Context: an optimization exercise on an open-source flow, tuned for small area, a short achievable clock period and few clock cycles per item. The choices shown serve that exercise and are no tape-out recipe.
RTL that was checked went through simulation tests only; none was proved equivalent to the original.
Power is estimated from default activity; no workload was simulated.

## run a
==> module NN, before the edit <==
module NN
    # (parameter DATAWIDTH = 32)
    (
    input wire signed[31:0] input_1,
    input wire signed[31:0] input_2,
    input wire clk,
    input wire resetn,
    input wire enable,
    output reg signed[31:0] final_output,
    output reg total_ovf,
    output reg total_zero,
    output reg[2:0] ovf_fsm_state,
    output reg[2:0] zero_fsm_state,
    output wire ready,
    output reg done
);
function gt_const31(input [30:0] x, input [30:0] c);
    integer lv, k;
    reg [31:0] g, e;
    begin
        g = {1'b0, x & ~c};
        e = {1'b1, ~(x ^ c)};
        for (lv = 1; lv < 32; lv = lv * 2)
            for (k = 0; k + lv < 32; k = k + 2 * lv) begin
                g[k] = g[k+lv] | (e[k+lv] & g[k]);
                e[k] = e[k+lv] & e[k];
            end
        gt_const31 = g[0];
    end
endfunction
wire [30:0] i1o = {1'b0, ~input_1[31], input_1[30:2]};
wire [30:0] i2o = {~input_2[31], input_2[30:1]};
wire r3 = !gt_const31(i1o, ((357913941) + 31'sd536870912)) &&  gt_const31(i1o, ((-357913941) + 31'sd536870912)) &&
          !gt_const31(i2o, ((429496729) + 32'sd1073741824)) &&  gt_const31(i2o, ((-429496730) + 32'sd1073741824));
wire r4 = !gt_const31(i1o, ((44739243) + 31'sd536870912)) &&  gt_const31(i1o, ((-44739242) + 31'sd536870912)) &&
          !gt_const31(i2o, ((42949673) + 32'sd1073741824)) &&  gt_const31(i2o, ((-42949673) + 32'sd1073741824));
wire z3 = (input_1[31:2] == 30'd0) || (input_2[31:1] == 31'd0);
wire z4 = (input_1[31:2] == 30'd89478486) || (input_1[31:2] == (30'h3FFFFFFF & -30'sd178956970)) ||
          (input_2[31:1] == (31'h7FFFFFFF & -31'sd429496729));
wire [31:0] q1 = {~input_1[30:2], 3'b000};
wire [31:0] q2 = {~input_1[29:2], 4'b0000};
wire [31:0] q3 = {~input_2[29:1], 3'b000};
wire [31:0] q4 = {~input_2[28:1], 4'b0000};
wire [31:0] q5 = {~input_2[31], ~input_2[31:1]};
wire [31:0] qk = 32'd82;
wire [31:0] sa = q1 ^ q3 ^ q4;
wire [31:0] ca = ((q1 & q3) | (q1 & q4) | (q3 & q4)) << 1;
wire [31:0] sb = q2 ^ q5 ^ qk;
wire [31:0] cb = ((q2 & q5) | (q2 & qk) | (q5 & qk)) << 1;
wire [31:0] s2 = sa ^ ca ^ cb;
wire [31:0] c2 = ((sa & ca) | (sa & cb) | (ca & cb)) << 1;
wire [31:0] s3 = s2 ^ c2 ^ sb;
wire [31:0] c3 = ((s2 & c2) | (s2 & sb) | (c2 & sb)) << 1;
reg [31:0] s3_q, c3_q;
reg r3_q, r4_q, z3_q, z4_q;
reg en_q;
always @(posedge clk) begin
    s3_q <= s3;
    c3_q <= c3;
    r3_q <= r3;
    r4_q <= r4;
    z3_q <= z3;
    z4_q <= z4;
end
wire [31:0] pg_p = s3_q ^ c3_q;
wire [31:0] pg_g = s3_q & c3_q;
wire [31:0] gl [0:5];
wire [31:0] pl [0:5];
assign gl[0] = pg_g;
assign pl[0] = pg_p;
genvar lv, bi;
generate
    for (lv = 0; lv < 5; lv = lv + 1) begin : PREFIX
        for (bi = 0; bi < 32; bi = bi + 1) begin : BIT
            if (bi & (1 << lv)) begin : COMB
                assign gl[lv+1][bi] = gl[lv][bi] | (pl[lv][bi] & gl[lv][((bi >> lv) << lv) - 1]);
                assign pl[lv+1][bi] = pl[lv][bi] & pl[lv][((bi >> lv) << lv) - 1];
            end else begin : PASS
                assign gl[lv+1][bi] = gl[lv][bi];
                assign pl[lv+1][bi] = pl[lv][bi];
            end
        end
    end
endgenerate
wire [31:0] w = pg_p ^ {gl[5][30:0], 1'b0};
wire u31 = (w[31] == w[30]);
wire u29 = (w[31:28] == 4'b0000) || (w[31:28] == 4'b1111);
wire ovf = !(r4_q && u29);
reg [28:0] w_q;
reg ovf_q;
reg [2:0] ovf_st_q;
reg [2:0] zero_st_q;
always @(posedge clk) begin
    w_q <= w[28:0];
    ovf_q <= ovf;
    ovf_st_q <= !r3_q ? 3'd3 : (!r4_q || !u31) ? 3'd4 : !u29 ? 3'd5 : 3'd0;
    zero_st_q <= (z4_q && r3_q) ? 3'd4 : z3_q ? 3'd3 : 3'd0;
end
always @(posedge clk, negedge resetn) begin
    if (!resetn) begin
        en_q <= 1'b0;
        done <= 1'b0;
    end else begin
        en_q <= enable;
        done <= en_q;
    end
end
assign ready = 1'b1;
always @(*) begin
    final_output = {~w_q | {29{ovf_q}}, 1'b1, ovf_q, ovf_q};
    total_ovf = ovf_q;
    total_zero = 1'b0;
    ovf_fsm_state = ovf_st_q;
    zero_fsm_state = zero_st_q;
end
endmodule
export LEC_CHECK = 0
export CAP_MARGIN = 50
export CORE_MARGIN = 2
export CORE_UTILIZATION = 65
export SLEW_MARGIN = 50
create_clock -name core_clock -period 16.0 [get_ports {clk}]
standard.sh (not shown) runs the stock make flow with config.mk's settings and CLKGATE_MAP_FILE= SYNTH_SCRIPT=/design/flow/synth_recipe.tcl, a recipe that flattens the netlist after the stock synthesis.
==> flow/flow/run.sh <==
#!/bin/bash
# Own layout flow: the standard ORFS flow (standard.sh, standard synthesis unchanged),
# with the port buffers chosen explicitly instead of the resizer's default pick.
set -euo pipefail
bash standard.sh "BUFFER_PORTS_ARGS=-buffer_cell sky130_fd_sc_hd__buf_2" finish > flow_standard.log 2>&1
Run a: all stages complete, timing, DRC and antenna checks passed
Testbench counts of run a, summed over its fixed seeds: cycles 2,408, items 2,400.
Modified inputs, run b compared to run a
diff --git a/flow/design.v b/flow/design.v
--- a/flow/design.v
+++ b/flow/design.v
@@ -32,27 +32,31 @@
 wire [30:0] i1o = {1'b0, ~input_1[31], input_1[30:2]};
 wire [30:0] i2o = {~input_2[31], input_2[30:1]};
-wire r3 = !gt_const31(i1o, ((357913941) + 31'sd536870912)) &&  gt_const31(i1o, ((-357913941) + 31'sd536870912)) &&
-          !gt_const31(i2o, ((429496729) + 32'sd1073741824)) &&  gt_const31(i2o, ((-429496730) + 32'sd1073741824));
-wire r4 = !gt_const31(i1o, ((44739243) + 31'sd536870912)) &&  gt_const31(i1o, ((-44739242) + 31'sd536870912)) &&
-          !gt_const31(i2o, ((42949673) + 32'sd1073741824)) &&  gt_const31(i2o, ((-42949673) + 32'sd1073741824));
-wire z3 = (input_1[31:2] == 30'd0) || (input_2[31:1] == 31'd0);
-wire z4 = (input_1[31:2] == 30'd89478486) || (input_1[31:2] == (30'h3FFFFFFF & -30'sd178956970)) ||
-          (input_2[31:1] == (31'h7FFFFFFF & -31'sd429496729));
-wire [31:0] q1 = {~input_1[30:2], 3'b000};
-wire [31:0] q2 = {~input_1[29:2], 4'b0000};
-wire [31:0] q3 = {~input_2[29:1], 3'b000};
-wire [31:0] q4 = {~input_2[28:1], 4'b0000};
-wire [31:0] q5 = {~input_2[31], ~input_2[31:1]};
+wire [3:0] r3 = {!gt_const31(i1o, ((357913941) + 31'sd536870912)), gt_const31(i1o, ((-357913941) + 31'sd536870912)),
+                 !gt_const31(i2o, ((429496729) + 32'sd1073741824)), gt_const31(i2o, ((-429496730) + 32'sd1073741824))};
+wire [3:0] r4 = {!gt_const31(i1o, ((44739243) + 31'sd536870912)), gt_const31(i1o, ((-44739242) + 31'sd536870912)),
+                 !gt_const31(i2o, ((42949673) + 32'sd1073741824)), gt_const31(i2o, ((-42949673) + 32'sd1073741824))};
+wire [1:0] z3 = {input_1[31:2] == 30'd0, input_2[31:1] == 31'd0};
+wire [2:0] z4 = {input_1[31:2] == 30'd89478486, input_1[31:2] == (30'h3FFFFFFF & -30'sd178956970),
+                 input_2[31:1] == (31'h7FFFFFFF & -31'sd429496729)};
+wire [31:0] na = ~input_1;
+wire [31:0] nb = ~input_2;
+wire [31:0] q1 = {na[30:2], 3'b000};
+wire [31:0] q2 = {na[29:2], 4'b0000};
+wire [31:0] q3 = {nb[29:1], 3'b000};
+wire [31:0] q4 = {nb[28:1], 4'b0000};
+wire [31:0] q5 = {nb[31], nb[31:1]};
 wire [31:0] qk = 32'd82;
-wire [31:0] sa = q1 ^ q3 ^ q4;
-wire [31:0] ca = ((q1 & q3) | (q1 & q4) | (q3 & q4)) << 1;
-wire [31:0] sb = q2 ^ q5 ^ qk;
-wire [31:0] cb = ((q2 & q5) | (q2 & qk) | (q5 & qk)) << 1;
-wire [31:0] s2 = sa ^ ca ^ cb;
-wire [31:0] c2 = ((sa & ca) | (sa & cb) | (ca & cb)) << 1;
-wire [31:0] s3 = s2 ^ c2 ^ sb;
-wire [31:0] c3 = ((s2 & c2) | (s2 & sb) | (c2 & sb)) << 1;
+wire [31:0] sa = q1 ^ q3 ^ q5;
+wire [31:0] ca = ((q1 & q3) | (q1 & q5) | (q3 & q5)) << 1;
+wire [31:0] sb = q2 ^ q4 ^ qk;
+wire [31:0] cb = ((q2 & q4) | (q2 & qk) | (q4 & qk)) << 1;
+wire [31:0] s2 = sa ^ ca ^ sb;
+wire [31:0] c2 = ((sa & ca) | (sa & sb) | (ca & sb)) << 1;
+wire [31:0] s3 = s2 ^ c2 ^ cb;
+wire [31:0] c3 = ((s2 & c2) | (s2 & cb) | (c2 & cb)) << 1;
 reg [31:0] s3_q, c3_q;
-reg r3_q, r4_q, z3_q, z4_q;
+reg [3:0] r3_q, r4_q;
+reg [1:0] z3_q;
+reg [2:0] z4_q;
 reg en_q;
 always @(posedge clk) begin
@@ -87,5 +91,7 @@
 wire u31 = (w[31] == w[30]);
 wire u29 = (w[31:28] == 4'b0000) || (w[31:28] == 4'b1111);
-wire ovf = !(r4_q && u29);
+wire r3_ok = &r3_q;
+wire r4_ok = &r4_q;
+wire ovf = !(r4_ok && u29);
 reg [28:0] w_q;
 reg ovf_q;
@@ -95,6 +101,6 @@
     w_q <= w[28:0];
     ovf_q <= ovf;
-    ovf_st_q <= !r3_q ? 3'd3 : (!r4_q || !u31) ? 3'd4 : !u29 ? 3'd5 : 3'd0;
-    zero_st_q <= (z4_q && r3_q) ? 3'd4 : z3_q ? 3'd3 : 3'd0;
+    ovf_st_q <= !r3_ok ? 3'd3 : (!r4_ok || !u31) ? 3'd4 : !u29 ? 3'd5 : 3'd0;
+    zero_st_q <= ((|z4_q) && r3_ok) ? 3'd4 : (|z3_q) ? 3'd3 : 3'd0;
 end
 always @(posedge clk, negedge resetn) begin
## What came out
Run b completed; timing, DRC and antenna clean
Compared run b vs run a, and routed wire length on met3 is up in run b.
Looking at area of all placed cells without fillers, run b sits about 3.6% above run a.
Run b vs run a, number of global-route vias before repair went up by 22.
From run a to run b the numbers moved as follows: worst setup timing slack at the placement stage decreased by 0.029 ns relative to the old numbers, fraction of the yosys area taken by sequential cells moved up, final worst-path cycle share barely changed, combinational share of power went up by 0.7 points.
In run b the switching fraction of total power turned out 1.5 points higher than in run a.
For run b, only the layout was checked, not whether the RTL still works.

==> what the ideal ports hide <==
How much do the figures lean on ideal ports? The routed layouts below were timed once more, with nothing changed but the port constraints.
Step 1, drivers: a clkbuf_16 drives clk and a buf_2 each remaining input, both assumed.
Step 2, shift: input delay + t, output delay - t, t = (earliest + latest rising clock arrival at the registers) / 2. This alone moves slack from input paths to output paths.
a / b / c = no drivers / after step 1 / after step 2; a / b = the first two.
run | shift t [ns] | setup slack, ns | worst register clock-pin slew, ns
run a | 0.406 | 11.259 / 11.276 / 10.870 | 0.09 / 0.09
run b | 0.417 | 11.238 / 11.230 / 10.813 | 0.11 / 0.11
After both steps setup and hold are still met in every run listed. For run b, which loses most, drivers alone change the setup slack by -0.008 ns; drivers and shift together by -0.425 ns.
